Source: an optimization exercise on an open RTL-to-GDS flow (aim: small area, a short achievable clock period and few clock cycles per item). Production flows keep margins and buffers that such runs may drop.
No run shown here included a check of the RTL's function; only the layout flow was run.
No activity file was given, so power comes from the tool's default toggle rates.

--- design/flow/run.sh ---
#!/bin/bash
# synth_recipe.tcl (not shown) runs the flow's synth.tcl, then flattens the netlist and writes it again
# the make line also repeats each setting of config.mk as NAME=value (left out here)
make -C /OpenROAD-flow-scripts/flow DESIGN_CONFIG=/design/flow/config.mk WORK_HOME=/design/flow/orfs CLKGATE_MAP_FILE= SYNTH_SCRIPT=/design/flow/synth_recipe.tcl finish
--- design/flow/config.mk ---
export PLATFORM = sky130hd
export DESIGN_NAME = fft_computer
export DESIGN_NICKNAME = fft_computer
export VERILOG_FILES = /design/flow/design.v
export SDC_FILE = /design/flow/constraint.sdc
export NUM_CORES = 4
export LEC_CHECK = 0
export CAP_MARGIN = 20
export CORE_MARGIN = 2
export CORE_UTILIZATION = 45
export SLEW_MARGIN = 20
export SYNTH_MEMORY_MAX_BITS = 65536
--- design/flow/constraint.sdc ---
create_clock -name core_clock -period 10.0 [get_ports {i_clk}]
set_input_delay 2.0000 -clock core_clock [delete_from_list [all_inputs] [get_ports {i_clk}]]
set_output_delay 2.0000 -clock core_clock [all_outputs]
set_load 0.01 [all_outputs]
--- design/flow/design.v ---
module output_fifo #(
  parameter NPOINTS = 64
)(
  input         i_clk,
  input         i_wr,         
  input  [31:0] i_wr_data,
  output [31:0] o_tap_pre,    
  output [31:0] o_head        
);
reg [32*NPOINTS-1:0] sr;
assign o_tap_pre = sr[32*(NPOINTS-1)-1 -: 32];
assign o_head    = sr[31:0];
always @(posedge i_clk)
    sr <= {sr[32*(NPOINTS-1)-1:0], i_wr ? i_wr_data : sr[32*NPOINTS-1 -: 32]};
endmodule
module power_tree(
  input  [31:0] x,
  input  [31:0] p0,
  output [31:0] s,
  output [31:0] c
);
  wire pp1 = (x[0] & x[1]);
  wire pp2 = (x[0] & x[2]);
  wire pp3 = (x[0] & x[3]);
  wire pp4 = (x[1] & x[2]);
  wire pp5 = (x[0] & x[4]);
  wire pp6 = (x[1] & x[3]);
  wire pp7 = (x[0] & x[5]);
  wire pp8 = (x[1] & x[4]);
  wire pp9 = (x[2] & x[3]);
  wire pp10 = (x[0] & x[6]);
  wire pp11 = (x[1] & x[5]);
  wire pp12 = (x[2] & x[4]);
  wire pp13 = (x[0] & x[7]);
  wire pp14 = (x[1] & x[6]);
  wire pp15 = (x[2] & x[5]);
  wire pp16 = (x[3] & x[4]);
  wire pp17 = (x[0] & x[8]);
  wire pp18 = (x[1] & x[7]);
  wire pp19 = (x[2] & x[6]);
  wire pp20 = (x[3] & x[5]);
  wire pp21 = (x[0] & x[9]);
  wire pp22 = (x[1] & x[8]);
  wire pp23 = (x[2] & x[7]);
  wire pp24 = (x[3] & x[6]);
  wire pp25 = (x[4] & x[5]);
  wire pp26 = (x[0] & x[10]);
  wire pp27 = (x[1] & x[9]);
  wire pp28 = (x[2] & x[8]);
  wire pp29 = (x[3] & x[7]);
  wire pp30 = (x[4] & x[6]);
  wire pp31 = (x[0] & x[11]);
  wire pp32 = (x[1] & x[10]);
  wire pp33 = (x[2] & x[9]);
  wire pp34 = (x[3] & x[8]);
  wire pp35 = (x[4] & x[7]);
  wire pp36 = (x[5] & x[6]);
  wire pp37 = (x[0] & x[12]);
  wire pp38 = (x[1] & x[11]);
  wire pp39 = (x[2] & x[10]);
  wire pp40 = (x[3] & x[9]);
  wire pp41 = (x[4] & x[8]);
  wire pp42 = (x[5] & x[7]);
  wire pp43 = (x[0] & x[13]);
  wire pp44 = (x[1] & x[12]);
  wire pp45 = (x[2] & x[11]);
  wire pp46 = (x[3] & x[10]);
  wire pp47 = (x[4] & x[9]);
  wire pp48 = (x[5] & x[8]);
  wire pp49 = (x[6] & x[7]);
  wire pp50 = (x[0] & x[14]);
  wire pp51 = (x[1] & x[13]);
  wire pp52 = (x[2] & x[12]);
  wire pp53 = (x[3] & x[11]);
  wire pp54 = (x[4] & x[10]);
  wire pp55 = (x[5] & x[9]);
  wire pp56 = (x[6] & x[8]);
  wire pp57 = (x[0] & x[15]);
  wire pp58 = (x[1] & x[14]);
  wire pp59 = (x[2] & x[13]);
  wire pp60 = (x[3] & x[12]);
  wire pp61 = (x[4] & x[11]);
  wire pp62 = (x[5] & x[10]);
  wire pp63 = (x[6] & x[9]);
  wire pp64 = (x[7] & x[8]);
  wire pp65 = (x[0] & x[16]);
  wire pp66 = (x[1] & x[15]);
  wire pp67 = (x[2] & x[14]);
  wire pp68 = (x[3] & x[13]);
  wire pp69 = (x[4] & x[12]);
  wire pp70 = (x[5] & x[11]);
  wire pp71 = (x[6] & x[10]);
  wire pp72 = (x[7] & x[9]);
  wire pp73 = (x[0] & x[17]);
  wire pp74 = (x[1] & x[16]);
  wire pp75 = (x[2] & x[15]);
  wire pp76 = (x[3] & x[14]);
  wire pp77 = (x[4] & x[13]);
  wire pp78 = (x[5] & x[12]);
  wire pp79 = (x[6] & x[11]);
  wire pp80 = (x[7] & x[10]);
  wire pp81 = (x[8] & x[9]);
  wire pp82 = (x[0] & x[18]);
  wire pp83 = (x[1] & x[17]);
  wire pp84 = (x[2] & x[16]);
  wire pp85 = (x[3] & x[15]);
  wire pp86 = (x[4] & x[14]);
  wire pp87 = (x[5] & x[13]);
  wire pp88 = (x[6] & x[12]);
  wire pp89 = (x[7] & x[11]);
  wire pp90 = (x[8] & x[10]);
  wire pp91 = (x[0] & x[19]);
  wire pp92 = (x[1] & x[18]);
  wire pp93 = (x[2] & x[17]);
  wire pp94 = (x[3] & x[16]);
  wire pp95 = (x[4] & x[15]);
  wire pp96 = (x[5] & x[14]);
  wire pp97 = (x[6] & x[13]);
  wire pp98 = (x[7] & x[12]);
  wire pp99 = (x[8] & x[11]);
  wire pp100 = (x[9] & x[10]);
  wire pp101 = (x[0] & x[20]);
  wire pp102 = (x[1] & x[19]);
  wire pp103 = (x[2] & x[18]);
  wire pp104 = (x[3] & x[17]);
  wire pp105 = (x[4] & x[16]);
  wire pp106 = (x[5] & x[15]);
  wire pp107 = (x[6] & x[14]);
  wire pp108 = (x[7] & x[13]);
  wire pp109 = (x[8] & x[12]);
  wire pp110 = (x[9] & x[11]);
  wire pp111 = (x[0] & x[21]);
  wire pp112 = (x[1] & x[20]);
  wire pp113 = (x[2] & x[19]);
  wire pp114 = (x[3] & x[18]);
  wire pp115 = (x[4] & x[17]);
  wire pp116 = (x[5] & x[16]);
  wire pp117 = (x[6] & x[15]);
  wire pp118 = (x[7] & x[14]);
  wire pp119 = (x[8] & x[13]);
  wire pp120 = (x[9] & x[12]);
  wire pp121 = (x[10] & x[11]);
  wire pp122 = (x[0] & x[22]);
  wire pp123 = (x[1] & x[21]);
  wire pp124 = (x[2] & x[20]);
  wire pp125 = (x[3] & x[19]);
  wire pp126 = (x[4] & x[18]);
  wire pp127 = (x[5] & x[17]);
  wire pp128 = (x[6] & x[16]);
  wire pp129 = (x[7] & x[15]);
  wire pp130 = (x[8] & x[14]);
  wire pp131 = (x[9] & x[13]);
  wire pp132 = (x[10] & x[12]);
  wire pp133 = (x[0] & x[23]);
  wire pp134 = (x[1] & x[22]);
  wire pp135 = (x[2] & x[21]);
  wire pp136 = (x[3] & x[20]);
  wire pp137 = (x[4] & x[19]);
  wire pp138 = (x[5] & x[18]);
  wire pp139 = (x[6] & x[17]);
  wire pp140 = (x[7] & x[16]);
  wire pp141 = (x[8] & x[15]);
  wire pp142 = (x[9] & x[14]);
  wire pp143 = (x[10] & x[13]);
  wire pp144 = (x[11] & x[12]);
  wire pp145 = (x[0] & x[24]);
  wire pp146 = (x[1] & x[23]);
  wire pp147 = (x[2] & x[22]);
  wire pp148 = (x[3] & x[21]);
  wire pp149 = (x[4] & x[20]);
  wire pp150 = (x[5] & x[19]);
  wire pp151 = (x[6] & x[18]);
  wire pp152 = (x[7] & x[17]);
  wire pp153 = (x[8] & x[16]);
  wire pp154 = (x[9] & x[15]);
  wire pp155 = (x[10] & x[14]);
  wire pp156 = (x[11] & x[13]);
  wire pp157 = (x[0] & x[25]);
  wire pp158 = (x[1] & x[24]);
  wire pp159 = (x[2] & x[23]);
  wire pp160 = (x[3] & x[22]);
  wire pp161 = (x[4] & x[21]);
  wire pp162 = (x[5] & x[20]);
  wire pp163 = (x[6] & x[19]);
  wire pp164 = (x[7] & x[18]);
  wire pp165 = (x[8] & x[17]);
  wire pp166 = (x[9] & x[16]);
  wire pp167 = (x[10] & x[15]);
  wire pp168 = (x[11] & x[14]);
  wire pp169 = (x[12] & x[13]);
  wire pp170 = (x[0] & x[26]);
  wire pp171 = (x[1] & x[25]);
  wire pp172 = (x[2] & x[24]);
  wire pp173 = (x[3] & x[23]);
  wire pp174 = (x[4] & x[22]);
  wire pp175 = (x[5] & x[21]);
  wire pp176 = (x[6] & x[20]);
  wire pp177 = (x[7] & x[19]);
  wire pp178 = (x[8] & x[18]);
  wire pp179 = (x[9] & x[17]);
  wire pp180 = (x[10] & x[16]);
  wire pp181 = (x[11] & x[15]);
  wire pp182 = (x[12] & x[14]);
  wire pp183 = (x[0] & x[27]);
  wire pp184 = (x[1] & x[26]);
  wire pp185 = (x[2] & x[25]);
  wire pp186 = (x[3] & x[24]);
  wire pp187 = (x[4] & x[23]);
  wire pp188 = (x[5] & x[22]);
  wire pp189 = (x[6] & x[21]);
  wire pp190 = (x[7] & x[20]);
  wire pp191 = (x[8] & x[19]);
  wire pp192 = (x[9] & x[18]);
  wire pp193 = (x[10] & x[17]);
  wire pp194 = (x[11] & x[16]);
  wire pp195 = (x[12] & x[15]);
  wire pp196 = (x[13] & x[14]);
  wire pp197 = (x[0] & x[28]);
  wire pp198 = (x[1] & x[27]);
  wire pp199 = (x[2] & x[26]);
  wire pp200 = (x[3] & x[25]);
  wire pp201 = (x[4] & x[24]);
  wire pp202 = (x[5] & x[23]);
  wire pp203 = (x[6] & x[22]);
  wire pp204 = (x[7] & x[21]);
  wire pp205 = (x[8] & x[20]);
  wire pp206 = (x[9] & x[19]);
  wire pp207 = (x[10] & x[18]);
  wire pp208 = (x[11] & x[17]);
  wire pp209 = (x[12] & x[16]);
  wire pp210 = (x[13] & x[15]);
  wire pp211 = (x[0] & x[29]);
  wire pp212 = (x[1] & x[28]);
  wire pp213 = (x[2] & x[27]);
  wire pp214 = (x[3] & x[26]);
  wire pp215 = (x[4] & x[25]);
  wire pp216 = (x[5] & x[24]);
  wire pp217 = (x[6] & x[23]);
  wire pp218 = (x[7] & x[22]);
  wire pp219 = (x[8] & x[21]);
  wire pp220 = (x[9] & x[20]);
  wire pp221 = (x[10] & x[19]);
  wire pp222 = (x[11] & x[18]);
  wire pp223 = (x[12] & x[17]);
  wire pp224 = (x[13] & x[16]);
  wire pp225 = (x[14] & x[15]);
  wire pp226 = (x[0] & x[30]);
  wire pp227 = (x[1] & x[29]);
  wire pp228 = (x[2] & x[28]);
  wire pp229 = (x[3] & x[27]);
  wire pp230 = (x[4] & x[26]);
  wire pp231 = (x[5] & x[25]);
  wire pp232 = (x[6] & x[24]);
  wire pp233 = (x[7] & x[23]);
  wire pp234 = (x[8] & x[22]);
  wire pp235 = (x[9] & x[21]);
  wire pp236 = (x[10] & x[20]);
  wire pp237 = (x[11] & x[19]);
  wire pp238 = (x[12] & x[18]);
  wire pp239 = (x[13] & x[17]);
  wire pp240 = (x[14] & x[16]);
  wire pp241 = (x[0] & x[31]);
  wire pp242 = (x[1] & x[30]);
  wire pp243 = (x[2] & x[29]);
  wire pp244 = (x[3] & x[28]);
  wire pp245 = (x[4] & x[27]);
  wire pp246 = (x[5] & x[26]);
  wire pp247 = (x[6] & x[25]);
  wire pp248 = (x[7] & x[24]);
  wire pp249 = (x[8] & x[23]);
  wire pp250 = (x[9] & x[22]);
  wire pp251 = (x[10] & x[21]);
  wire pp252 = (x[11] & x[20]);
  wire pp253 = (x[12] & x[19]);
  wire pp254 = (x[13] & x[18]);
  wire pp255 = (x[14] & x[17]);
  wire pp256 = (x[15] & x[16]);
  wire s257 = x[11] ^ pp117;
  wire c258 = x[11] & pp117;
  wire s259 = pp129 ^ pp130;
  wire c260 = pp129 & pp130;
  wire s261 = x[12] ^ pp141 ^ pp142;
  wire c262 = (x[12] & pp141) | (x[12] & pp142) | (pp141 & pp142);
  wire s263 = pp143 ^ pp144;
  wire c264 = pp143 & pp144;
  wire s265 = pp154 ^ pp155 ^ pp156;
  wire c266 = (pp154 & pp155) | (pp154 & pp156) | (pp155 & pp156);
  wire s267 = pp157 ^ pp158;
  wire c268 = pp157 & pp158;
  wire s269 = x[13] ^ pp167 ^ pp168;
  wire c270 = (x[13] & pp167) | (x[13] & pp168) | (pp167 & pp168);
  wire s271 = pp169 ^ pp170 ^ pp171;
  wire c272 = (pp169 & pp170) | (pp169 & pp171) | (pp170 & pp171);
  wire s273 = pp172 ^ pp173;
  wire c274 = pp172 & pp173;
  wire s275 = pp181 ^ pp182 ^ pp183;
  wire c276 = (pp181 & pp182) | (pp181 & pp183) | (pp182 & pp183);
  wire s277 = pp184 ^ pp185 ^ pp186;
  wire c278 = (pp184 & pp185) | (pp184 & pp186) | (pp185 & pp186);
  wire s279 = pp187 ^ pp188;
  wire c280 = pp187 & pp188;
  wire s281 = x[14] ^ pp195 ^ pp196;
  wire c282 = (x[14] & pp195) | (x[14] & pp196) | (pp195 & pp196);
  wire s283 = pp197 ^ pp198 ^ pp199;
  wire c284 = (pp197 & pp198) | (pp197 & pp199) | (pp198 & pp199);
  wire s285 = pp200 ^ pp201 ^ pp202;
  wire c286 = (pp200 & pp201) | (pp200 & pp202) | (pp201 & pp202);
  wire s287 = pp203 ^ pp204;
  wire c288 = pp203 & pp204;
  wire s289 = pp210 ^ pp211 ^ pp212;
  wire c290 = (pp210 & pp211) | (pp210 & pp212) | (pp211 & pp212);
  wire s291 = pp213 ^ pp214 ^ pp215;
  wire c292 = (pp213 & pp214) | (pp213 & pp215) | (pp214 & pp215);
  wire s293 = pp216 ^ pp217 ^ pp218;
  wire c294 = (pp216 & pp217) | (pp216 & pp218) | (pp217 & pp218);
  wire s295 = pp219 ^ pp220;
  wire c296 = pp219 & pp220;
  wire s297 = x[15] ^ pp225 ^ pp226;
  wire c298 = (x[15] & pp225) | (x[15] & pp226) | (pp225 & pp226);
  wire s299 = pp227 ^ pp228 ^ pp229;
  wire c300 = (pp227 & pp228) | (pp227 & pp229) | (pp228 & pp229);
  wire s301 = pp230 ^ pp231 ^ pp232;
  wire c302 = (pp230 & pp231) | (pp230 & pp232) | (pp231 & pp232);
  wire s303 = pp233 ^ pp234 ^ pp235;
  wire c304 = (pp233 & pp234) | (pp233 & pp235) | (pp234 & pp235);
  wire s305 = pp236 ^ pp237;
  wire c306 = pp236 & pp237;
  wire s307 = pp241 ^ pp242 ^ pp243;
  wire c308 = (pp241 & pp242) | (pp241 & pp243) | (pp242 & pp243);
  wire s309 = pp244 ^ pp245 ^ pp246;
  wire c310 = (pp244 & pp245) | (pp244 & pp246) | (pp245 & pp246);
  wire s311 = pp247 ^ pp248 ^ pp249;
  wire c312 = (pp247 & pp248) | (pp247 & pp249) | (pp248 & pp249);
  wire s313 = pp250 ^ pp251 ^ pp252;
  wire c314 = (pp250 & pp251) | (pp250 & pp252) | (pp251 & pp252);
  wire s315 = pp253 ^ pp254;
  wire c316 = pp253 & pp254;
  wire s317 = x[8] ^ pp57 ^ pp58;
  wire c318 = (x[8] & pp57) | (x[8] & pp58) | (pp57 & pp58);
  wire s319 = pp66 ^ pp67 ^ pp68;
  wire c320 = (pp66 & pp67) | (pp66 & pp68) | (pp67 & pp68);
  wire s321 = x[9] ^ pp75 ^ pp76;
  wire c322 = (x[9] & pp75) | (x[9] & pp76) | (pp75 & pp76);
  wire s323 = pp77 ^ pp78 ^ pp79;
  wire c324 = (pp77 & pp78) | (pp77 & pp79) | (pp78 & pp79);
  wire s325 = pp85 ^ pp86 ^ pp87;
  wire c326 = (pp85 & pp86) | (pp85 & pp87) | (pp86 & pp87);
  wire s327 = pp88 ^ pp89 ^ pp90;
  wire c328 = (pp88 & pp89) | (pp88 & pp90) | (pp89 & pp90);
  wire s329 = x[10] ^ pp95 ^ pp96;
  wire c330 = (x[10] & pp95) | (x[10] & pp96) | (pp95 & pp96);
  wire s331 = pp97 ^ pp98 ^ pp99;
  wire c332 = (pp97 & pp98) | (pp97 & pp99) | (pp98 & pp99);
  wire s333 = pp100 ^ pp101 ^ pp102;
  wire c334 = (pp100 & pp101) | (pp100 & pp102) | (pp101 & pp102);
  wire s335 = pp106 ^ pp107 ^ pp108;
  wire c336 = (pp106 & pp107) | (pp106 & pp108) | (pp107 & pp108);
  wire s337 = pp109 ^ pp110 ^ pp111;
  wire c338 = (pp109 & pp110) | (pp109 & pp111) | (pp110 & pp111);
  wire s339 = pp112 ^ pp113 ^ pp114;
  wire c340 = (pp112 & pp113) | (pp112 & pp114) | (pp113 & pp114);
  wire s341 = s257 ^ pp118 ^ pp119;
  wire c342 = (s257 & pp118) | (s257 & pp119) | (pp118 & pp119);
  wire s343 = pp120 ^ pp121 ^ pp122;
  wire c344 = (pp120 & pp121) | (pp120 & pp122) | (pp121 & pp122);
  wire s345 = pp123 ^ pp124 ^ pp125;
  wire c346 = (pp123 & pp124) | (pp123 & pp125) | (pp124 & pp125);
  wire s347 = pp126 ^ pp127;
  wire c348 = pp126 & pp127;
  wire s349 = c258 ^ s259 ^ pp131;
  wire c350 = (c258 & s259) | (c258 & pp131) | (s259 & pp131);
  wire s351 = pp132 ^ pp133 ^ pp134;
  wire c352 = (pp132 & pp133) | (pp132 & pp134) | (pp133 & pp134);
  wire s353 = pp135 ^ pp136 ^ pp137;
  wire c354 = (pp135 & pp136) | (pp135 & pp137) | (pp136 & pp137);
  wire s355 = pp138 ^ pp139 ^ pp140;
  wire c356 = (pp138 & pp139) | (pp138 & pp140) | (pp139 & pp140);
  wire s357 = c260 ^ s261 ^ s263;
  wire c358 = (c260 & s261) | (c260 & s263) | (s261 & s263);
  wire s359 = pp145 ^ pp146 ^ pp147;
  wire c360 = (pp145 & pp146) | (pp145 & pp147) | (pp146 & pp147);
  wire s361 = pp148 ^ pp149 ^ pp150;
  wire c362 = (pp148 & pp149) | (pp148 & pp150) | (pp149 & pp150);
  wire s363 = pp151 ^ pp152 ^ pp153;
  wire c364 = (pp151 & pp152) | (pp151 & pp153) | (pp152 & pp153);
  wire s365 = c262 ^ c264 ^ s265;
  wire c366 = (c262 & c264) | (c262 & s265) | (c264 & s265);
  wire s367 = s267 ^ pp159 ^ pp160;
  wire c368 = (s267 & pp159) | (s267 & pp160) | (pp159 & pp160);
  wire s369 = pp161 ^ pp162 ^ pp163;
  wire c370 = (pp161 & pp162) | (pp161 & pp163) | (pp162 & pp163);
  wire s371 = pp164 ^ pp165 ^ pp166;
  wire c372 = (pp164 & pp165) | (pp164 & pp166) | (pp165 & pp166);
  wire s373 = c266 ^ c268 ^ s269;
  wire c374 = (c266 & c268) | (c266 & s269) | (c268 & s269);
  wire s375 = s271 ^ s273 ^ pp174;
  wire c376 = (s271 & s273) | (s271 & pp174) | (s273 & pp174);
  wire s377 = pp175 ^ pp176 ^ pp177;
  wire c378 = (pp175 & pp176) | (pp175 & pp177) | (pp176 & pp177);
  wire s379 = pp178 ^ pp179 ^ pp180;
  wire c380 = (pp178 & pp179) | (pp178 & pp180) | (pp179 & pp180);
  wire s381 = c270 ^ c272 ^ c274;
  wire c382 = (c270 & c272) | (c270 & c274) | (c272 & c274);
  wire s383 = s275 ^ s277 ^ s279;
  wire c384 = (s275 & s277) | (s275 & s279) | (s277 & s279);
  wire s385 = pp189 ^ pp190 ^ pp191;
  wire c386 = (pp189 & pp190) | (pp189 & pp191) | (pp190 & pp191);
  wire s387 = pp192 ^ pp193 ^ pp194;
  wire c388 = (pp192 & pp193) | (pp192 & pp194) | (pp193 & pp194);
  wire s389 = c276 ^ c278 ^ c280;
  wire c390 = (c276 & c278) | (c276 & c280) | (c278 & c280);
  wire s391 = s281 ^ s283 ^ s285;
  wire c392 = (s281 & s283) | (s281 & s285) | (s283 & s285);
  wire s393 = s287 ^ pp205 ^ pp206;
  wire c394 = (s287 & pp205) | (s287 & pp206) | (pp205 & pp206);
  wire s395 = pp207 ^ pp208 ^ pp209;
  wire c396 = (pp207 & pp208) | (pp207 & pp209) | (pp208 & pp209);
  wire s397 = c282 ^ c284 ^ c286;
  wire c398 = (c282 & c284) | (c282 & c286) | (c284 & c286);
  wire s399 = c288 ^ s289 ^ s291;
  wire c400 = (c288 & s289) | (c288 & s291) | (s289 & s291);
  wire s401 = s293 ^ s295 ^ pp221;
  wire c402 = (s293 & s295) | (s293 & pp221) | (s295 & pp221);
  wire s403 = pp222 ^ pp223 ^ pp224;
  wire c404 = (pp222 & pp223) | (pp222 & pp224) | (pp223 & pp224);
  wire s405 = c290 ^ c292 ^ c294;
  wire c406 = (c290 & c292) | (c290 & c294) | (c292 & c294);
  wire s407 = c296 ^ s297 ^ s299;
  wire c408 = (c296 & s297) | (c296 & s299) | (s297 & s299);
  wire s409 = s301 ^ s303 ^ s305;
  wire c410 = (s301 & s303) | (s301 & s305) | (s303 & s305);
  wire s411 = pp238 ^ pp239 ^ pp240;
  wire c412 = (pp238 & pp239) | (pp238 & pp240) | (pp239 & pp240);
  wire s413 = c298 ^ c300 ^ c302;
  wire c414 = (c298 & c300) | (c298 & c302) | (c300 & c302);
  wire s415 = c304 ^ c306 ^ s307;
  wire c416 = (c304 & c306) | (c304 & s307) | (c306 & s307);
  wire s417 = s309 ^ s311 ^ s313;
  wire c418 = (s309 & s311) | (s309 & s313) | (s311 & s313);
  wire s419 = s315 ^ pp255 ^ pp256;
  wire c420 = (s315 & pp255) | (s315 & pp256) | (pp255 & pp256);
  wire s421 = x[5] ^ pp21;
  wire c422 = x[5] & pp21;
  wire s423 = pp26 ^ pp27;
  wire c424 = pp26 & pp27;
  wire s425 = x[6] ^ pp31 ^ pp32;
  wire c426 = (x[6] & pp31) | (x[6] & pp32) | (pp31 & pp32);
  wire s427 = pp33 ^ pp34;
  wire c428 = pp33 & pp34;
  wire s429 = pp37 ^ pp38 ^ pp39;
  wire c430 = (pp37 & pp38) | (pp37 & pp39) | (pp38 & pp39);
  wire s431 = pp40 ^ pp41;
  wire c432 = pp40 & pp41;
  wire s433 = x[7] ^ pp43 ^ pp44;
  wire c434 = (x[7] & pp43) | (x[7] & pp44) | (pp43 & pp44);
  wire s435 = pp45 ^ pp46 ^ pp47;
  wire c436 = (pp45 & pp46) | (pp45 & pp47) | (pp46 & pp47);
  wire s437 = pp48 ^ pp49;
  wire c438 = pp48 & pp49;
  wire s439 = pp50 ^ pp51 ^ pp52;
  wire c440 = (pp50 & pp51) | (pp50 & pp52) | (pp51 & pp52);
  wire s441 = pp53 ^ pp54 ^ pp55;
  wire c442 = (pp53 & pp54) | (pp53 & pp55) | (pp54 & pp55);
  wire s443 = pp56 ^ p0[15];
  wire c444 = pp56 & p0[15];
  wire s445 = s317 ^ pp59 ^ pp60;
  wire c446 = (s317 & pp59) | (s317 & pp60) | (pp59 & pp60);
  wire s447 = pp61 ^ pp62 ^ pp63;
  wire c448 = (pp61 & pp62) | (pp61 & pp63) | (pp62 & pp63);
  wire s449 = pp64 ^ pp65 ^ p0[16];
  wire c450 = (pp64 & pp65) | (pp64 & p0[16]) | (pp65 & p0[16]);
  wire s451 = c318 ^ s319 ^ pp69;
  wire c452 = (c318 & s319) | (c318 & pp69) | (s319 & pp69);
  wire s453 = pp70 ^ pp71 ^ pp72;
  wire c454 = (pp70 & pp71) | (pp70 & pp72) | (pp71 & pp72);
  wire s455 = pp73 ^ pp74 ^ p0[17];
  wire c456 = (pp73 & pp74) | (pp73 & p0[17]) | (pp74 & p0[17]);
  wire s457 = c320 ^ s321 ^ s323;
  wire c458 = (c320 & s321) | (c320 & s323) | (s321 & s323);
  wire s459 = pp80 ^ pp81 ^ pp82;
  wire c460 = (pp80 & pp81) | (pp80 & pp82) | (pp81 & pp82);
  wire s461 = pp83 ^ pp84 ^ p0[18];
  wire c462 = (pp83 & pp84) | (pp83 & p0[18]) | (pp84 & p0[18]);
  wire s463 = c322 ^ c324 ^ s325;
  wire c464 = (c322 & c324) | (c322 & s325) | (c324 & s325);
  wire s465 = s327 ^ pp91 ^ pp92;
  wire c466 = (s327 & pp91) | (s327 & pp92) | (pp91 & pp92);
  wire s467 = pp93 ^ pp94 ^ p0[19];
  wire c468 = (pp93 & pp94) | (pp93 & p0[19]) | (pp94 & p0[19]);
  wire s469 = c326 ^ c328 ^ s329;
  wire c470 = (c326 & c328) | (c326 & s329) | (c328 & s329);
  wire s471 = s331 ^ s333 ^ pp103;
  wire c472 = (s331 & s333) | (s331 & pp103) | (s333 & pp103);
  wire s473 = pp104 ^ pp105 ^ p0[20];
  wire c474 = (pp104 & pp105) | (pp104 & p0[20]) | (pp105 & p0[20]);
  wire s475 = c330 ^ c332 ^ c334;
  wire c476 = (c330 & c332) | (c330 & c334) | (c332 & c334);
  wire s477 = s335 ^ s337 ^ s339;
  wire c478 = (s335 & s337) | (s335 & s339) | (s337 & s339);
  wire s479 = pp115 ^ pp116 ^ p0[21];
  wire c480 = (pp115 & pp116) | (pp115 & p0[21]) | (pp116 & p0[21]);
  wire s481 = c336 ^ c338 ^ c340;
  wire c482 = (c336 & c338) | (c336 & c340) | (c338 & c340);
  wire s483 = s341 ^ s343 ^ s345;
  wire c484 = (s341 & s343) | (s341 & s345) | (s343 & s345);
  wire s485 = s347 ^ pp128 ^ p0[22];
  wire c486 = (s347 & pp128) | (s347 & p0[22]) | (pp128 & p0[22]);
  wire s487 = c342 ^ c344 ^ c346;
  wire c488 = (c342 & c344) | (c342 & c346) | (c344 & c346);
  wire s489 = c348 ^ s349 ^ s351;
  wire c490 = (c348 & s349) | (c348 & s351) | (s349 & s351);
  wire s491 = s353 ^ s355 ^ p0[23];
  wire c492 = (s353 & s355) | (s353 & p0[23]) | (s355 & p0[23]);
  wire s493 = c350 ^ c352 ^ c354;
  wire c494 = (c350 & c352) | (c350 & c354) | (c352 & c354);
  wire s495 = c356 ^ s357 ^ s359;
  wire c496 = (c356 & s357) | (c356 & s359) | (s357 & s359);
  wire s497 = s361 ^ s363 ^ p0[24];
  wire c498 = (s361 & s363) | (s361 & p0[24]) | (s363 & p0[24]);
  wire s499 = c358 ^ c360 ^ c362;
  wire c500 = (c358 & c360) | (c358 & c362) | (c360 & c362);
  wire s501 = c364 ^ s365 ^ s367;
  wire c502 = (c364 & s365) | (c364 & s367) | (s365 & s367);
  wire s503 = s369 ^ s371 ^ p0[25];
  wire c504 = (s369 & s371) | (s369 & p0[25]) | (s371 & p0[25]);
  wire s505 = c366 ^ c368 ^ c370;
  wire c506 = (c366 & c368) | (c366 & c370) | (c368 & c370);
  wire s507 = c372 ^ s373 ^ s375;
  wire c508 = (c372 & s373) | (c372 & s375) | (s373 & s375);
  wire s509 = s377 ^ s379 ^ p0[26];
  wire c510 = (s377 & s379) | (s377 & p0[26]) | (s379 & p0[26]);
  wire s511 = c374 ^ c376 ^ c378;
  wire c512 = (c374 & c376) | (c374 & c378) | (c376 & c378);
  wire s513 = c380 ^ s381 ^ s383;
  wire c514 = (c380 & s381) | (c380 & s383) | (s381 & s383);
  wire s515 = s385 ^ s387 ^ p0[27];
  wire c516 = (s385 & s387) | (s385 & p0[27]) | (s387 & p0[27]);
  wire s517 = c382 ^ c384 ^ c386;
  wire c518 = (c382 & c384) | (c382 & c386) | (c384 & c386);
  wire s519 = c388 ^ s389 ^ s391;
  wire c520 = (c388 & s389) | (c388 & s391) | (s389 & s391);
  wire s521 = s393 ^ s395 ^ p0[28];
  wire c522 = (s393 & s395) | (s393 & p0[28]) | (s395 & p0[28]);
  wire s523 = c390 ^ c392 ^ c394;
  wire c524 = (c390 & c392) | (c390 & c394) | (c392 & c394);
  wire s525 = c396 ^ s397 ^ s399;
  wire c526 = (c396 & s397) | (c396 & s399) | (s397 & s399);
  wire s527 = s401 ^ s403 ^ p0[29];
  wire c528 = (s401 & s403) | (s401 & p0[29]) | (s403 & p0[29]);
  wire s529 = c398 ^ c400 ^ c402;
  wire c530 = (c398 & c400) | (c398 & c402) | (c400 & c402);
  wire s531 = c404 ^ s405 ^ s407;
  wire c532 = (c404 & s405) | (c404 & s407) | (s405 & s407);
  wire s533 = s409 ^ s411 ^ p0[30];
  wire c534 = (s409 & s411) | (s409 & p0[30]) | (s411 & p0[30]);
  wire s535 = c406 ^ c408 ^ c410;
  wire c536 = (c406 & c408) | (c406 & c410) | (c408 & c410);
  wire s537 = c412 ^ s413 ^ s415;
  wire c538 = (c412 & s413) | (c412 & s415) | (s413 & s415);
  wire s539 = s417 ^ s419 ^ p0[31];
  wire c540 = (s417 & s419) | (s417 & p0[31]) | (s419 & p0[31]);
  wire s541 = x[3] ^ pp7;
  wire c542 = x[3] & pp7;
  wire s543 = pp10 ^ pp11;
  wire c544 = pp10 & pp11;
  wire s545 = x[4] ^ pp13 ^ pp14;
  wire c546 = (x[4] & pp13) | (x[4] & pp14) | (pp13 & pp14);
  wire s547 = pp15 ^ pp16;
  wire c548 = pp15 & pp16;
  wire s549 = pp17 ^ pp18 ^ pp19;
  wire c550 = (pp17 & pp18) | (pp17 & pp19) | (pp18 & pp19);
  wire s551 = pp20 ^ p0[9];
  wire c552 = pp20 & p0[9];
  wire s553 = s421 ^ pp22 ^ pp23;
  wire c554 = (s421 & pp22) | (s421 & pp23) | (pp22 & pp23);
  wire s555 = pp24 ^ pp25 ^ p0[10];
  wire c556 = (pp24 & pp25) | (pp24 & p0[10]) | (pp25 & p0[10]);
  wire s557 = c422 ^ s423 ^ pp28;
  wire c558 = (c422 & s423) | (c422 & pp28) | (s423 & pp28);
  wire s559 = pp29 ^ pp30 ^ p0[11];
  wire c560 = (pp29 & pp30) | (pp29 & p0[11]) | (pp30 & p0[11]);
  wire s561 = c424 ^ s425 ^ s427;
  wire c562 = (c424 & s425) | (c424 & s427) | (s425 & s427);
  wire s563 = pp35 ^ pp36 ^ p0[12];
  wire c564 = (pp35 & pp36) | (pp35 & p0[12]) | (pp36 & p0[12]);
  wire s565 = c426 ^ c428 ^ s429;
  wire c566 = (c426 & c428) | (c426 & s429) | (c428 & s429);
  wire s567 = s431 ^ pp42 ^ p0[13];
  wire c568 = (s431 & pp42) | (s431 & p0[13]) | (pp42 & p0[13]);
  wire s569 = c430 ^ c432 ^ s433;
  wire c570 = (c430 & c432) | (c430 & s433) | (c432 & s433);
  wire s571 = s435 ^ s437 ^ p0[14];
  wire c572 = (s435 & s437) | (s435 & p0[14]) | (s437 & p0[14]);
  wire s573 = c434 ^ c436 ^ c438;
  wire c574 = (c434 & c436) | (c434 & c438) | (c436 & c438);
  wire s575 = s439 ^ s441 ^ s443;
  wire c576 = (s439 & s441) | (s439 & s443) | (s441 & s443);
  wire s577 = c440 ^ c442 ^ c444;
  wire c578 = (c440 & c442) | (c440 & c444) | (c442 & c444);
  wire s579 = s445 ^ s447 ^ s449;
  wire c580 = (s445 & s447) | (s445 & s449) | (s447 & s449);
  wire s581 = c446 ^ c448 ^ c450;
  wire c582 = (c446 & c448) | (c446 & c450) | (c448 & c450);
  wire s583 = s451 ^ s453 ^ s455;
  wire c584 = (s451 & s453) | (s451 & s455) | (s453 & s455);
  wire s585 = c452 ^ c454 ^ c456;
  wire c586 = (c452 & c454) | (c452 & c456) | (c454 & c456);
  wire s587 = s457 ^ s459 ^ s461;
  wire c588 = (s457 & s459) | (s457 & s461) | (s459 & s461);
  wire s589 = c458 ^ c460 ^ c462;
  wire c590 = (c458 & c460) | (c458 & c462) | (c460 & c462);
  wire s591 = s463 ^ s465 ^ s467;
  wire c592 = (s463 & s465) | (s463 & s467) | (s465 & s467);
  wire s593 = c464 ^ c466 ^ c468;
  wire c594 = (c464 & c466) | (c464 & c468) | (c466 & c468);
  wire s595 = s469 ^ s471 ^ s473;
  wire c596 = (s469 & s471) | (s469 & s473) | (s471 & s473);
  wire s597 = c470 ^ c472 ^ c474;
  wire c598 = (c470 & c472) | (c470 & c474) | (c472 & c474);
  wire s599 = s475 ^ s477 ^ s479;
  wire c600 = (s475 & s477) | (s475 & s479) | (s477 & s479);
  wire s601 = c476 ^ c478 ^ c480;
  wire c602 = (c476 & c478) | (c476 & c480) | (c478 & c480);
  wire s603 = s481 ^ s483 ^ s485;
  wire c604 = (s481 & s483) | (s481 & s485) | (s483 & s485);
  wire s605 = c482 ^ c484 ^ c486;
  wire c606 = (c482 & c484) | (c482 & c486) | (c484 & c486);
  wire s607 = s487 ^ s489 ^ s491;
  wire c608 = (s487 & s489) | (s487 & s491) | (s489 & s491);
  wire s609 = c488 ^ c490 ^ c492;
  wire c610 = (c488 & c490) | (c488 & c492) | (c490 & c492);
  wire s611 = s493 ^ s495 ^ s497;
  wire c612 = (s493 & s495) | (s493 & s497) | (s495 & s497);
  wire s613 = c494 ^ c496 ^ c498;
  wire c614 = (c494 & c496) | (c494 & c498) | (c496 & c498);
  wire s615 = s499 ^ s501 ^ s503;
  wire c616 = (s499 & s501) | (s499 & s503) | (s501 & s503);
  wire s617 = c500 ^ c502 ^ c504;
  wire c618 = (c500 & c502) | (c500 & c504) | (c502 & c504);
  wire s619 = s505 ^ s507 ^ s509;
  wire c620 = (s505 & s507) | (s505 & s509) | (s507 & s509);
  wire s621 = c506 ^ c508 ^ c510;
  wire c622 = (c506 & c508) | (c506 & c510) | (c508 & c510);
  wire s623 = s511 ^ s513 ^ s515;
  wire c624 = (s511 & s513) | (s511 & s515) | (s513 & s515);
  wire s625 = c512 ^ c514 ^ c516;
  wire c626 = (c512 & c514) | (c512 & c516) | (c514 & c516);
  wire s627 = s517 ^ s519 ^ s521;
  wire c628 = (s517 & s519) | (s517 & s521) | (s519 & s521);
  wire s629 = c518 ^ c520 ^ c522;
  wire c630 = (c518 & c520) | (c518 & c522) | (c520 & c522);
  wire s631 = s523 ^ s525 ^ s527;
  wire c632 = (s523 & s525) | (s523 & s527) | (s525 & s527);
  wire s633 = c524 ^ c526 ^ c528;
  wire c634 = (c524 & c526) | (c524 & c528) | (c526 & c528);
  wire s635 = s529 ^ s531 ^ s533;
  wire c636 = (s529 & s531) | (s529 & s533) | (s531 & s533);
  wire s637 = c530 ^ c532 ^ c534;
  wire c638 = (c530 & c532) | (c530 & c534) | (c532 & c534);
  wire s639 = s535 ^ s537 ^ s539;
  wire c640 = (s535 & s537) | (s535 & s539) | (s537 & s539);
  wire s641 = x[2] ^ pp3;
  wire c642 = x[2] & pp3;
  wire s643 = pp5 ^ pp6;
  wire c644 = pp5 & pp6;
  wire s645 = s541 ^ pp8 ^ pp9;
  wire c646 = (s541 & pp8) | (s541 & pp9) | (pp8 & pp9);
  wire s647 = c542 ^ s543 ^ pp12;
  wire c648 = (c542 & s543) | (c542 & pp12) | (s543 & pp12);
  wire s649 = c544 ^ s545 ^ s547;
  wire c650 = (c544 & s545) | (c544 & s547) | (s545 & s547);
  wire s651 = c546 ^ c548 ^ s549;
  wire c652 = (c546 & c548) | (c546 & s549) | (c548 & s549);
  wire s653 = c550 ^ c552 ^ s553;
  wire c654 = (c550 & c552) | (c550 & s553) | (c552 & s553);
  wire s655 = c554 ^ c556 ^ s557;
  wire c656 = (c554 & c556) | (c554 & s557) | (c556 & s557);
  wire s657 = c558 ^ c560 ^ s561;
  wire c658 = (c558 & c560) | (c558 & s561) | (c560 & s561);
  wire s659 = c562 ^ c564 ^ s565;
  wire c660 = (c562 & c564) | (c562 & s565) | (c564 & s565);
  wire s661 = c566 ^ c568 ^ s569;
  wire c662 = (c566 & c568) | (c566 & s569) | (c568 & s569);
  wire s663 = c570 ^ c572 ^ s573;
  wire c664 = (c570 & c572) | (c570 & s573) | (c572 & s573);
  wire s665 = c574 ^ c576 ^ s577;
  wire c666 = (c574 & c576) | (c574 & s577) | (c576 & s577);
  wire s667 = c578 ^ c580 ^ s581;
  wire c668 = (c578 & c580) | (c578 & s581) | (c580 & s581);
  wire s669 = c582 ^ c584 ^ s585;
  wire c670 = (c582 & c584) | (c582 & s585) | (c584 & s585);
  wire s671 = c586 ^ c588 ^ s589;
  wire c672 = (c586 & c588) | (c586 & s589) | (c588 & s589);
  wire s673 = c590 ^ c592 ^ s593;
  wire c674 = (c590 & c592) | (c590 & s593) | (c592 & s593);
  wire s675 = c594 ^ c596 ^ s597;
  wire c676 = (c594 & c596) | (c594 & s597) | (c596 & s597);
  wire s677 = c598 ^ c600 ^ s601;
  wire c678 = (c598 & c600) | (c598 & s601) | (c600 & s601);
  wire s679 = c602 ^ c604 ^ s605;
  wire c680 = (c602 & c604) | (c602 & s605) | (c604 & s605);
  wire s681 = c606 ^ c608 ^ s609;
  wire c682 = (c606 & c608) | (c606 & s609) | (c608 & s609);
  wire s683 = c610 ^ c612 ^ s613;
  wire c684 = (c610 & c612) | (c610 & s613) | (c612 & s613);
  wire s685 = c614 ^ c616 ^ s617;
  wire c686 = (c614 & c616) | (c614 & s617) | (c616 & s617);
  wire s687 = c618 ^ c620 ^ s621;
  wire c688 = (c618 & c620) | (c618 & s621) | (c620 & s621);
  wire s689 = c622 ^ c624 ^ s625;
  wire c690 = (c622 & c624) | (c622 & s625) | (c624 & s625);
  wire s691 = c626 ^ c628 ^ s629;
  wire c692 = (c626 & c628) | (c626 & s629) | (c628 & s629);
  wire s693 = c630 ^ c632 ^ s633;
  wire c694 = (c630 & c632) | (c630 & s633) | (c632 & s633);
  wire s695 = c634 ^ c636 ^ s637;
  wire c696 = (c634 & c636) | (c634 & s637) | (c636 & s637);
  wire s697 = x[1] ^ pp1;
  wire c698 = x[1] & pp1;
  wire s699 = pp2 ^ p0[3];
  wire c700 = pp2 & p0[3];
  wire s701 = s641 ^ pp4 ^ p0[4];
  wire c702 = (s641 & pp4) | (s641 & p0[4]) | (pp4 & p0[4]);
  wire s703 = c642 ^ s643 ^ p0[5];
  wire c704 = (c642 & s643) | (c642 & p0[5]) | (s643 & p0[5]);
  wire s705 = c644 ^ s645 ^ p0[6];
  wire c706 = (c644 & s645) | (c644 & p0[6]) | (s645 & p0[6]);
  wire s707 = c646 ^ s647 ^ p0[7];
  wire c708 = (c646 & s647) | (c646 & p0[7]) | (s647 & p0[7]);
  wire s709 = c648 ^ s649 ^ p0[8];
  wire c710 = (c648 & s649) | (c648 & p0[8]) | (s649 & p0[8]);
  wire s711 = c650 ^ s651 ^ s551;
  wire c712 = (c650 & s651) | (c650 & s551) | (s651 & s551);
  wire s713 = c652 ^ s653 ^ s555;
  wire c714 = (c652 & s653) | (c652 & s555) | (s653 & s555);
  wire s715 = c654 ^ s655 ^ s559;
  wire c716 = (c654 & s655) | (c654 & s559) | (s655 & s559);
  wire s717 = c656 ^ s657 ^ s563;
  wire c718 = (c656 & s657) | (c656 & s563) | (s657 & s563);
  wire s719 = c658 ^ s659 ^ s567;
  wire c720 = (c658 & s659) | (c658 & s567) | (s659 & s567);
  wire s721 = c660 ^ s661 ^ s571;
  wire c722 = (c660 & s661) | (c660 & s571) | (s661 & s571);
  wire s723 = c662 ^ s663 ^ s575;
  wire c724 = (c662 & s663) | (c662 & s575) | (s663 & s575);
  wire s725 = c664 ^ s665 ^ s579;
  wire c726 = (c664 & s665) | (c664 & s579) | (s665 & s579);
  wire s727 = c666 ^ s667 ^ s583;
  wire c728 = (c666 & s667) | (c666 & s583) | (s667 & s583);
  wire s729 = c668 ^ s669 ^ s587;
  wire c730 = (c668 & s669) | (c668 & s587) | (s669 & s587);
  wire s731 = c670 ^ s671 ^ s591;
  wire c732 = (c670 & s671) | (c670 & s591) | (s671 & s591);
  wire s733 = c672 ^ s673 ^ s595;
  wire c734 = (c672 & s673) | (c672 & s595) | (s673 & s595);
  wire s735 = c674 ^ s675 ^ s599;
  wire c736 = (c674 & s675) | (c674 & s599) | (s675 & s599);
  wire s737 = c676 ^ s677 ^ s603;
  wire c738 = (c676 & s677) | (c676 & s603) | (s677 & s603);
  wire s739 = c678 ^ s679 ^ s607;
  wire c740 = (c678 & s679) | (c678 & s607) | (s679 & s607);
  wire s741 = c680 ^ s681 ^ s611;
  wire c742 = (c680 & s681) | (c680 & s611) | (s681 & s611);
  wire s743 = c682 ^ s683 ^ s615;
  wire c744 = (c682 & s683) | (c682 & s615) | (s683 & s615);
  wire s745 = c684 ^ s685 ^ s619;
  wire c746 = (c684 & s685) | (c684 & s619) | (s685 & s619);
  wire s747 = c686 ^ s687 ^ s623;
  wire c748 = (c686 & s687) | (c686 & s623) | (s687 & s623);
  wire s749 = c688 ^ s689 ^ s627;
  wire c750 = (c688 & s689) | (c688 & s627) | (s689 & s627);
  wire s751 = c690 ^ s691 ^ s631;
  wire c752 = (c690 & s691) | (c690 & s631) | (s691 & s631);
  wire s753 = c692 ^ s693 ^ s635;
  wire c754 = (c692 & s693) | (c692 & s635) | (s693 & s635);
  wire s755 = c694 ^ s695 ^ s639;
  wire c756 = (c694 & s695) | (c694 & s639) | (s695 & s639);
  assign s = {c754, c752, c750, c748, c746, c744, c742, c740, c738, c736, c734, c732, c730, c728, c726, c724, c722, c720, c718, c716, c714, c712, c710, c708, c706, c704, c702, c700, c698, s697, p0[1], x[0]};
  assign c = {s755, s753, s751, s749, s747, s745, s743, s741, s739, s737, s735, s733, s731, s729, s727, s725, s723, s721, s719, s717, s715, s713, s711, s709, s707, s705, s703, s701, s699, p0[2], 1'b0, p0[0]};
endmodule
module output_ctrl #(
  parameter LAT = 3             
)(
  input        i_clk,
  input        i_rst_n,
  input        i_data_valid,
  output       o_data_ready,
  output       o_acc,           
  output       o_win,           
  output       o_ld,            
  output       o_data_valid,
  input        i_data_ready,
  input        i_wr_sum         
);
reg [5:0] k;         
reg       win;       
reg [5:0] din;       
reg [5:0] dout;      
reg [5:0] rcnt;      
reg [6:0] avail;     
reg       pend;      
reg       rdy;
reg       can_ld;
reg       ovalid;
wire acc = i_data_valid & rdy;
wire ld  = can_ld & (~ovalid | i_data_ready);
assign o_data_ready = rdy;
assign o_acc        = acc;
assign o_win        = win;
assign o_ld         = ld;
assign o_data_valid = ovalid;
wire       last   = (k == 6'd63);
wire       rebase = acc & ~win & (k == 6'd0) & ~pend;
wire [5:0] k_n    = acc ? k + 6'd1 : k;
wire       win_n  = (acc & last) ? ~win : win;
wire [5:0] din_n  = acc ? 6'd0 : din + 6'd1;
wire [5:0] rcnt_n = ld ? rcnt + 6'd1 : rcnt;
wire [5:0] dout_n = rebase ? 6'd1 - LAT : (ld ? dout : dout + 6'd1);
wire [6:0] avail_n = avail + {6'd0, i_wr_sum} - {6'd0, ld};
wire       pend_n = (pend & ~(ld & (rcnt == 6'd63))) | (acc & win);
wire slot_free_n = win_n | ~pend_n | (k_n < rcnt_n);
wire first_n     = (k_n == 6'd0) & ~win_n;
wire rdy_n       = slot_free_n & ((din_n == 6'd0) | (first_n & ~pend_n));
wire can_ld_n    = (avail_n != 7'd0) & (dout_n == 6'd0);
always @(posedge i_clk)
begin
    if(!i_rst_n)
    begin
        k      <= 6'd0;
        win    <= 1'b0;
        din    <= 6'd0;
        dout   <= 6'd0;
        rcnt   <= 6'd0;
        avail  <= 7'd0;
        pend   <= 1'b0;
        rdy    <= 1'b1;
        can_ld <= 1'b0;
        ovalid <= 1'b0;
    end
    else
    begin
        k      <= k_n;
        win    <= win_n;
        din    <= din_n;
        dout   <= dout_n;
        rcnt   <= rcnt_n;
        avail  <= avail_n;
        pend   <= pend_n;
        rdy    <= rdy_n;
        can_ld <= can_ld_n;
        ovalid <= ld | (ovalid & ~i_data_ready);
    end
end
endmodule
module fft_computer(
input        i_clk,
input        i_rst_n,
input        i_data_valid,
input [31:0] i_data,
output       o_data_ready,
output       o_data_valid,
output [31:0]o_data,
input        i_data_ready
);
wire        acc, win, ld;
wire [31:0] tap_pre, head;
reg  [31:0] x;           
reg         v1, w1;
reg  [31:0] cs_s, cs_c;  
reg         v2, w2;
reg  [31:0] out_r;
output_ctrl ctrl (
    .i_clk(i_clk),
    .i_rst_n(i_rst_n),
    .i_data_valid(i_data_valid),
    .o_data_ready(o_data_ready),
    .o_acc(acc),
    .o_win(win),
    .o_ld(ld),
    .o_data_valid(o_data_valid),
    .i_data_ready(i_data_ready),
    .i_wr_sum(v2 & w2)
);
wire [31:0] ring_p0;
wire [31:0] p0 = w1 ? ring_p0 : 32'd0;
wire [31:0] t_s, t_c;
power_tree tree (
    .x(x),
    .p0(p0),
    .s(t_s),
    .c(t_c)
);
output_fifo store (
    .i_clk(i_clk),
    .i_wr(v2),
    .i_wr_data(cs_s + cs_c),
    .o_tap_pre(tap_pre),
    .o_head(head)
);
assign ring_p0 = tap_pre;
always @(posedge i_clk)
begin
    x    <= i_data;
    w1   <= win;
    cs_s <= t_s;
    cs_c <= t_c;
    w2   <= w1;
    if(ld)
        out_r <= head;
end
always @(posedge i_clk)
begin
    if(!i_rst_n)
    begin
        v1 <= 1'b0;
        v2 <= 1'b0;
    end
    else
    begin
        v1 <= acc;
        v2 <= v1;
    end
end
assign o_data = out_r;
endmodule
==> impl_metrics.ini, run 1 <==
[outcome]
status = finished clean

[yosys]
ys_types = 60
syn_area_um2 = 54980
ys_async_sr_fraction_pct = 0
synth_edf_count = 32
seq_area_frac_synth_pct = 81.23
avgSynthCellArea_um2 = 15.91
synth_ff_type = dfxtp_1
syn_nets = 3772
synth_seq_cells = 2215
yosysWarnings = 3
syn_inst = 3455

[cells_and_area]
final_common_cell = dfxtp_1
finalNonFillerCells = 5461
final_nets = 3992
drive_gt1_share_pct = 9.416
area.sequential_um2 = 44660
fin_util_pct = 52.78
nFillCells = 9866
multi_input_area_um2 = 9243
layout_common_cells = 2182 x dfxtp_1, 228 x inv_1, 209 x fa_1
syn2layout_area_growth_pct = 16.68

[die]
dieArea_um2 = 125000
ioPinCount = 70
num_rows = 128
coreArea_um2 = 121600
die_width_um = 353.6
dieHeight_um = 353.6
start_util_pct = 45.23

[power_and_ir_drop]
peakVddDrop_v = 0.0001791
total_power_mw = 19.26
leakagePower_nw = 26.50
power_density_nw_per_um2 = 300.1

[global_routing]
grtUsageMet1_pct = 17.41
grt_usage_pct = 12.95
busiest_layer = met2
antenna_found_initial = 1
use_met3_pct = 3.381
grt_pass1_vias = 23490
gr-total-overflow = 0
grtUsageMet2_pct = 19.87
grt_pass1_wl_um = 126800
grt_max_degree = 41

[place]
routabilityCongestion = 0.7865
numPortBuffers = 69
placed_cells = 5105
dp_hpwl_um = 45910

[route]
wl_per_cell_um = 14.27
routed_wl_um = 77930
detail_route.vias_per_cell = 4.143
drt_iter0_markers = 952
first_pass_iters = 5
drc = 0
vias = 22630
ant_nets = 0

[clocking]
postCtsHoldBufs = 0
clk_path_buf_depth = 3
cts-root-buf = clkbuf_16
cts_buffers = 193
htreeDepth = 4
clk_pin_slew_worst_paths_ns = 0.06
clk_latency_ns = 0.80
cts_setup_buffers = 0
cts_resized = 0
cts_tree = yes
cts.sinks = 2215

[setup_path]
critPathLaunch = i_data_ready
critPathRequiredTime_ns = 10.69
crit_arrival_ns = 5.58
crit_fanout = 40
crit_path_end_kind = register
cp.depth = 14
worstSetupPathType = in2reg
rr_worst_depth = 11
crit_path_start_kind = input port
r2r-start = x[11]
path_buf_inv = 4
rr_endpoint = cs_c[31]
max_stage_delay_ns = 0.64
crit_chain = clkdlybuf4s50_1, nand2b_1, nand2_1, inv_2, buf_4, ha_1, inv_1, ha_1, a21o_1, a21oi_1, xnor2_1, or4b_2, nor4_1, nor4_1
cpLargestDelayFamily = simple AND/OR/NAND/NOR gates
r2r_slack_ns = 5.59
cp_slowest_cell = or4b_2

[timing]
rsz0062_at_grt = no
fin_worst_skew_ns = 0.04842
hold_viol_final = 0
timing.slew.headroom_pct = 33.16
fin_tns_setup_ns = 0
period_needed_ns = 4.891
final_max_slew_viol_count = 0
setup_violations = 0
max_freq_ghz = 0.2044
finalCritPeriodShare_pct = 48.91
holdWs_ns = 0.2974
worst_pin_slew_ns = 0.9900

[min_path]
worstHoldStart = store.sr[158]
hold_depth = 0
holdPathEnd = store.sr[190]
worstHoldPathType = reg2reg

[job]
max-cap-violations = 0
[worst max-delay path by stage]
stage                  endpoint  slack (ns)
floorplan           ctrl.can_ld        5.18
global placement    ctrl.can_ld        4.27
detailed placement  ctrl.can_ld        4.24
CTS                 ctrl.can_ld        5.12
global route        ctrl.can_ld        4.89
finish              ctrl.can_ld        5.11
[per-layer routing]
metal	wire length [um]	vias up
met2	34570	367
met1	37730	10980
li1	-	11120
met4	2121	0
met3	3500	157
met5	0	-
[final cells by class]
type / instances / share of cell area (%)
Multi-Input combinational cell: 953 / 14.41
Clock inverter: 79 / 1.603
Timing Repair Buffer: 83 / 1.240
Clock buffer: 275 / 8.618
Antenna cell: 2 / 0.007801
Sequential cell: 2215 / 69.62
Tap cell: 1625 / 3.169
Inverter: 229 / 1.340
[logic make-up (layout without fill, tap and decap cells)]
kind of cell             count (synthesis)  after routing  synth area share [%]
buffers and inverters                  287            666                 1.962
multiplexers                            30             30                0.6053
adder cells (fa/ha/maj)                281            281                 9.248
AND/OR/NAND/NOR                        438            438                 4.055
other                                    0              2                     0
XOR/XNOR                                87             87                 1.386
flip-flops                            2215           2215                 81.23
AO/OA/AOI/OAI                          117            117                 1.516
[sequential cells by signal (all words and copies together) (netlist names)]
register and count:
cs_c 31, cs_s 32, ctrl.avail 7, ctrl.can_ld 1, ctrl.din 6, ctrl.dout 6
ctrl.k 6, ctrl.ovalid 1, ctrl.pend 1, ctrl.rcnt 6, ctrl.rdy 1, ctrl.win 1
out_r 32, store.sr 2048, v1 1, v2 1, w1 1, w2 1
x 32
[Yosys cell counts (all sizes together) (2+ instances only)]
master	count	area [um^2]
a211oi	2	20.02
a21boi	7	52.55
a21o	21	157.7
a21oi	32	175.2
a221oi	5	67.57
a31oi	7	43.79
and2	165	1032
and3	11	68.82
buf	4	16.26
clkbuf	54	202.7
dfxtp	2183	43700
edfxtp	32	960.9
fa	209	4184
ha	72	900.9
inv	229	859.6
mux2	26	292.8
mux2i	4	40.04
nand2	163	611.8
nand2b	5	31.28
nand3	21	105.1
nand4	12	75.07
nor2	33	126.4
nor2b	13	81.33
nor3	4	20.02
nor4	2	12.51
o211ai	4	30.03
o21a	2	15.01
o21ai	14	70.06
o21bai	6	45.04
o221ai	3	32.53
o22ai	2	12.51
o311ai	2	17.52
or2	4	25.03
or3	2	12.51
xnor2	58	508.0
xor2	29	254.0
[through the flow]
| step | setup WS (ns) | area (um^2) |
|---|---|---|
| 2_1_floorplan | 5.183 | 54980 |
| 3_5_place_dp | 4.236 | 57600 |
| 6_report | 5.109 | 64160 |
| 5_1_grt | 4.893 | 64150 |
| 3_3_place_gp | 4.266 | 57600 |
| 4_1_cts | 5.122 | 64150 |
[report_power, final]
part	switching, mW	internal, mW
Clock	3.13	4.23
Combinational	0.966	0.701
Sequential	0.287	9.94
==> run 2, diff against run 1 <==
--- a/design/flow/config.mk
+++ b/design/flow/config.mk
@@ -9,4 +9,6 @@
 export CORE_MARGIN = 2
 export CORE_UTILIZATION = 45
+export CTS_BUF_LIST = sky130_fd_sc_hd__clkbuf_8
+export CTS_CLUSTER_SIZE = 30
 export SLEW_MARGIN = 20
 export SYNTH_MEMORY_MAX_BITS = 65536
==> impl_metrics.ini, run 2 <==
[power_and_ir_drop]
leakagePower_nw = 27.00
peakVddDrop_v = 0.0001898
power_density_nw_per_um2 = 293.1
total_power_mw = 18.77

[yosys]
synth_edf_count = 32
synth_ff_type = dfxtp_1
ys_types = 60
syn_inst = 3455
seq_area_frac_synth_pct = 81.23
synth.most_common_cell = dfxtp_1
synth_top_area_share_pct = 79.48
syn_area_um2 = 54980
ys_top_cells_by_count = 2183 x dfxtp_1, 228 x inv_1, 209 x fa_1
syn_nets = 3772
yosys-top-cells-area = dfxtp_1 79%, fa_1 7.6%, and2_1 1.9%, edfxtp_1 1.7%, ha_1 1.6%
synth_seq_cells = 2215
yosysWarnings = 3
avgSynthCellArea_um2 = 15.91
yosys.area.top_type = dfxtp_1
ys_async_sr_fraction_pct = 0

[place]
numPortBuffers = 69
dp_slack_ns = 4.236
dp_hpwl_um = 45910
routabilityCongestion = 0.7865
placed_cells = 5105
placement.cell_area_um2 = 57600

[die]
dieArea_um2 = 125000
dieHeight_um = 353.6
die_width_um = 353.6
num_rows = 128
start_util_pct = 45.23
coreArea_um2 = 121600
ioPinCount = 70

[outcome]
status = finished clean

[setup_path]
max_stage_delay_ns = 0.65
critPathLaunch = i_data_ready
rr_worst_depth = 11
crit_arrival_ns = 5.57
critPathRequiredTime_ns = 10.85
r2r_slack_ns = 5.59
cp_slowest_cell = or4b_2
rr_endpoint = cs_c[31]
crit_path_start_kind = input port
crit_path_end_kind = register
r2r-start = x[11]
crit_chain = clkdlybuf4s50_1, nand2b_1, nand2_1, inv_2, buf_4, ha_1, inv_1, ha_1, a21o_1, a21oi_1, xnor2_1, or4b_2, nor4_1, nor4_1
crit_fanout = 40
worstSetupPathType = in2reg

[cells_and_area]
layout_common_cells = 2182 x dfxtp_1, 402 x clkbuf_8, 339 x inv_1
fin_util_pct = 52.66
syn2layout_area_growth_pct = 16.43
final_common_cell = dfxtp_1
regMostFlops = store.sr
postLayoutCellArea_um2 = 64020
largest_reg_flops = 2048
finalNonFillerCells = 5660
drive_gt1_share_pct = 12.32
final_nets = 4130

[timing]
setup_slack_ns = 5.277
finalCritPeriodShare_pct = 47.23
fin_tns_setup_ns = 0
fin_worst_skew_ns = 0.08728
hold_viol_final = 0
worst_pin_slew_ns = 0.9914
holdWs_ns = 0.2668
final_max_slew_viol_count = 0
max_freq_ghz = 0.2117
period_needed_ns = 4.723
rsz0062_at_grt = no
timing.slew.headroom_pct = 33.82
setup_violations = 0

[min_path]
hold_depth = 0
worstHoldStart = store.sr[79]
holdPathEnd = store.sr[111]
worstHoldPathType = reg2reg

[global_routing]
grt_pass1_wl_um = 128600
gr-total-overflow = 0
grt_pass1_vias = 24520
grt_max_degree = 41
antenna_found_initial = 2
grt_usage_pct = 13.07

[clocking]
clk_path_buf_depth = 4
clk_pin_slew_worst_paths_ns = 0.06
clk_latency_ns = 0.97
cts_buffers = 331
cts_tree = yes
htreeDepth = 5
cts_resized = 0
cts_setup_buffers = 0
postCtsHoldBufs = 0
cts.sinks = 2215
cts-root-buf = clkbuf_8

[route]
vias = 23260
ant_nets = 0
wl_per_cell_um = 13.86
detail_route.vias_per_cell = 4.109
routed_wl_um = 78450
drt_iter0_markers = 909
first_pass_iters = 5
drc = 0

[job]
max-cap-violations = 0
## run 2: per-layer routing
layer / up-vias / track usage (%) / part of all wire (%)
met1: 11220 / 17.32 / 48
met5: - / 0 / 0
met4: 0 / 6.698 / 3.0
li1: 11440 / - / -
met3: 166 / 3.711 / 4.7
met2: 431 / 19.60 / 44
## run 2: worst max path at each step
stage	endpoint	slack, ns
floorplan	ctrl.can_ld	5.18
global placement	ctrl.can_ld	4.27
CTS	ctrl.can_ld	5.33
global route	ctrl.can_ld	5.10
finish	ctrl.can_ld	5.28
detailed placement	ctrl.can_ld	4.24
## run 2: cells by family after synthesis
group	synth area share [%]
adders and majority gates	9.248
buffers and inverters	1.962
muxes	0.6053
and+or+nand+nor	4.055
AOI/OAI and AO/OA	1.516
xor gates and xnor gates	1.386
DFF	81.23
## run 2: critical path, delay by kind of cell
family	cells	cell delay, ns
adders and majority gates	2	0.63
buffers and inverters	4	1.19
AOI/OAI and AO/OA	2	0.42
xor gates and xnor gates	1	0.12
and+or+nand+nor	5	1.22
## run 2: cell type report
cell class                 count  area (um^2)
antenna                        1        2.502
multi-input combinational    953         9243
timing repair buffer          83        795.8
clock buffer                 402         5533
fill                        9952        57540
inverter                     229        859.6
sequential                  2215        44660
clock inverter               152        885.9
tap                         1625         2033
## run 2: power breakdown
part	switching (mW)	leakage [nW]	internal [mW]
clock	3.04	3.72	3.84
sequential	0.284	18.0	9.94
combinational	0.958	5.24	0.702
total	4.28	27.0	14.5
==> run 3, diff against run 2 <==
--- a/design/flow/config.mk
+++ b/design/flow/config.mk
@@ -10,5 +10,6 @@
 export CORE_UTILIZATION = 45
 export CTS_BUF_LIST = sky130_fd_sc_hd__clkbuf_8
-export CTS_CLUSTER_SIZE = 30
+export CTS_CLUSTER_DIAMETER = 60
+export CTS_CLUSTER_SIZE = 18
 export SLEW_MARGIN = 20
 export SYNTH_MEMORY_MAX_BITS = 65536
==> impl_metrics.ini, run 3 <==
[global_routing]
gr-total-overflow = 0
grt_pass1_wl_um = 122800
grtUsageMet2_pct = 19.11
antenna_found_initial = 2
use_met3_pct = 3.180
grt_usage_pct = 12.54
grt_pass1_vias = 22700
busiest_layer = met2
grtUsageMet1_pct = 17.16
grt_max_degree = 41

[die]
dieArea_um2 = 125000
num_rows = 128
ioPinCount = 70
die_width_um = 353.6
start_util_pct = 45.23
dieHeight_um = 353.6
coreArea_um2 = 121600

[setup_path]
cp_slowest_cell = or4b_2
crit_chain = clkdlybuf4s50_1, nand2b_1, nand2_1, inv_2, buf_4, ha_1, inv_1, ha_1, inv_1, fa_1, xnor2_1, or4b_2, nor4_1, nor4_1
r2r_slack_ns = 5.57
crit_fanout = 40
max_stage_delay_ns = 0.61
rr_endpoint = cs_c[31]
cpLargestDelayFamily = buffers and inverters
critPathRequiredTime_ns = 10.78
crit_path_end_kind = register
crit_arrival_ns = 5.57
worstSetupPathType = in2reg
rr_worst_depth = 11
r2r-start = x[11]
path_buf_inv = 5
crit_path_start_kind = input port

[timing]
setup_violations = 0
period_needed_ns = 4.786
worst_pin_slew_ns = 0.9940
timing.slew.headroom_pct = 33.65
hold_viol_final = 0
max_freq_ghz = 0.2089
rsz0062_at_grt = no
finalCritPeriodShare_pct = 47.86
fin_worst_skew_ns = 0.05405
final_max_slew_viol_count = 0
fin_tns_setup_ns = 0

[cells_and_area]
layout_common_cells = 2182 x dfxtp_1, 247 x inv_1, 209 x fa_1
syn2layout_area_growth_pct = 9.480
largest_reg_flops = 2048
final_common_cell = dfxtp_1
drive_gt1_share_pct = 6.538
regMostFlops = store.sr
final_nets = 3950

[min_path]
hold_depth = 0
holdPathEnd = store.sr[801]
worstHoldStart = store.sr[769]
worstHoldPathType = reg2reg

[clocking]
cts_setup_buffers = 0
cts_buffers = 151
clk_pin_slew_worst_paths_ns = 0.10
clk_latency_ns = 0.88
clk_path_buf_depth = 3
cts_resized = 0
postCtsHoldBufs = 0
htreeDepth = 4
cts.sinks = 2215
cts-root-buf = clkbuf_8
cts_tree = yes

[yosys]
avgSynthCellArea_um2 = 15.91
syn_area_um2 = 54980
synth_top_area_share_pct = 79.48
synth_ff_type = dfxtp_1
synth_seq_cells = 2215
ys_async_sr_fraction_pct = 0
ys_types = 60
syn_inst = 3455
seq_area_frac_synth_pct = 81.23
syn_nets = 3772
ys_top_cells_by_count = 2183 x dfxtp_1, 228 x inv_1, 209 x fa_1
yosys-top-cells-area = dfxtp_1 79%, fa_1 7.6%, and2_1 1.9%, edfxtp_1 1.7%, ha_1 1.6%
yosys.area.top_type = dfxtp_1
synth_edf_count = 32
synth.most_common_cell = dfxtp_1
yosysWarnings = 3

[place]
numPortBuffers = 69
routabilityCongestion = 0.7865
dp_hpwl_um = 45910

[route]
first_pass_iters = 5
vias = 22100
drc = 0
routed_wl_um = 75380
wl_per_cell_um = 14.18
detail_route.vias_per_cell = 4.156
ant_nets = 0
drt_iter0_markers = 1013

[power_and_ir_drop]
leakagePower_nw = 24.68
peakVddDrop_v = 0.0001658
total_power_mw = 15.96
power_density_nw_per_um2 = 265.1

[job]
max-cap-violations = 0

[outcome]
status = finished clean
==> run 3: cell counts after synthesis <==
No cell type changed its count.
==> run 3: cell families after synthesis <==
family	share of synthesized area (%)
simple gates	4.055
mux	0.6053
compound gates	1.516
buf+inv	1.962
flops	81.23
fa+ha+maj	9.248
xor+xnor	1.386
==> run 3: layer usage <==
metal,vias up,part of all wire [%]
li1,10930,-
met1,10690,49
met2,319,44
met3,156,4.8
met4,0,2.7
met5,-,0
==> run 3: worst max-delay path by stage <==
stage | startpoint | to | slack (ns) | depth (start not counted)
2_1_floorplan | i_data_ready | ctrl.can_ld | 5.18 | 12
3_3_place_gp | i_data_ready | ctrl.can_ld | 4.27 | 14
3_5_place_dp | i_data_ready | ctrl.can_ld | 4.24 | 14
4_1_cts | i_data_ready | ctrl.can_ld | 5.26 | 14
5_1_grt | i_data_ready | ctrl.can_ld | 5.05 | 14
6_report | i_data_ready | ctrl.can_ld | 5.21 | 14
==> run 3: layout make-up <==
type	instances	area, um^2
clock inverters	52	466.7
inverters	229	859.6
flip-flops and latches	2215	44660
repair buffers	83	795.8
fillers	10250	61360
multi-input cells	953	9243
diodes	6	15.01
well taps	1625	2033
clock buffers	154	2120
==> run 3: power by group <==
group          internal [mW]  switching, mW  total (mW)
Combinational          0.702          0.962        1.66
Clock                   1.49           2.60        4.09
Sequential              9.92          0.281        10.2
Total                   12.1           3.84        16.0
==> run 3: through the flow <==
stage | area [um^2] | instances | hold WS, ns | utilization, % | setup WS, ns
final | 60200 | 5317 | 0.3008 | 49.52 | 5.214
after global routing | 60190 | 5316 | 0.2976 | 49.52 | 5.053
after CTS | 60180 | 5311 | 0.2842 | 49.51 | 5.261
after detailed placement | 57600 | 5105 | 0.3121 | 47.38 | 4.236
after global placement | 57600 | 5105 | 0.3095 | 47.38 | 4.266
after floorplan | 54980 | 3455 | 0.3096 | - | 5.183

-- static timing again, ports no longer ideal --
The results above use ideal ports. As a check the final layouts listed here were re-extracted and re-timed, cells and wires unchanged.
Step 1 sets driving cells, clkbuf_16 on the clock port and buf_2 on the other inputs (assumed; they add their load-dependent delay and slew).
Step 2 moves the port delays by t, midway between the first and last clock arrival at a register: inputs arrive t later, outputs are due t later. That takes back most of the time a late clock gives input paths.
a / b / c = ideal / step 1 / step 2; a / b = the first two.
| run | t, ns | slack for setup (ns) | worst setup path after step 2 | latest minus earliest clock arrival (ns) | cell pins on the clock port's net |
|---|---|---|---|---|---|
| run 1 | 0.851 | 5.109 / 5.156 / 4.305 | input to register | 0.049 / 0.049 | 1 |
| run 2 | 0.992 | 5.277 / 5.320 / 4.329 | input to register | 0.093 / 0.093 | 1 |
| run 3 | 0.927 | 5.214 / 5.259 / 4.332 | input to register | 0.055 / 0.056 | 1 |
After both steps every run listed still meets setup and hold. For run 2, which loses most, drivers alone change the setup slack by +0.043 ns; drivers and shift together by -0.948 ns.
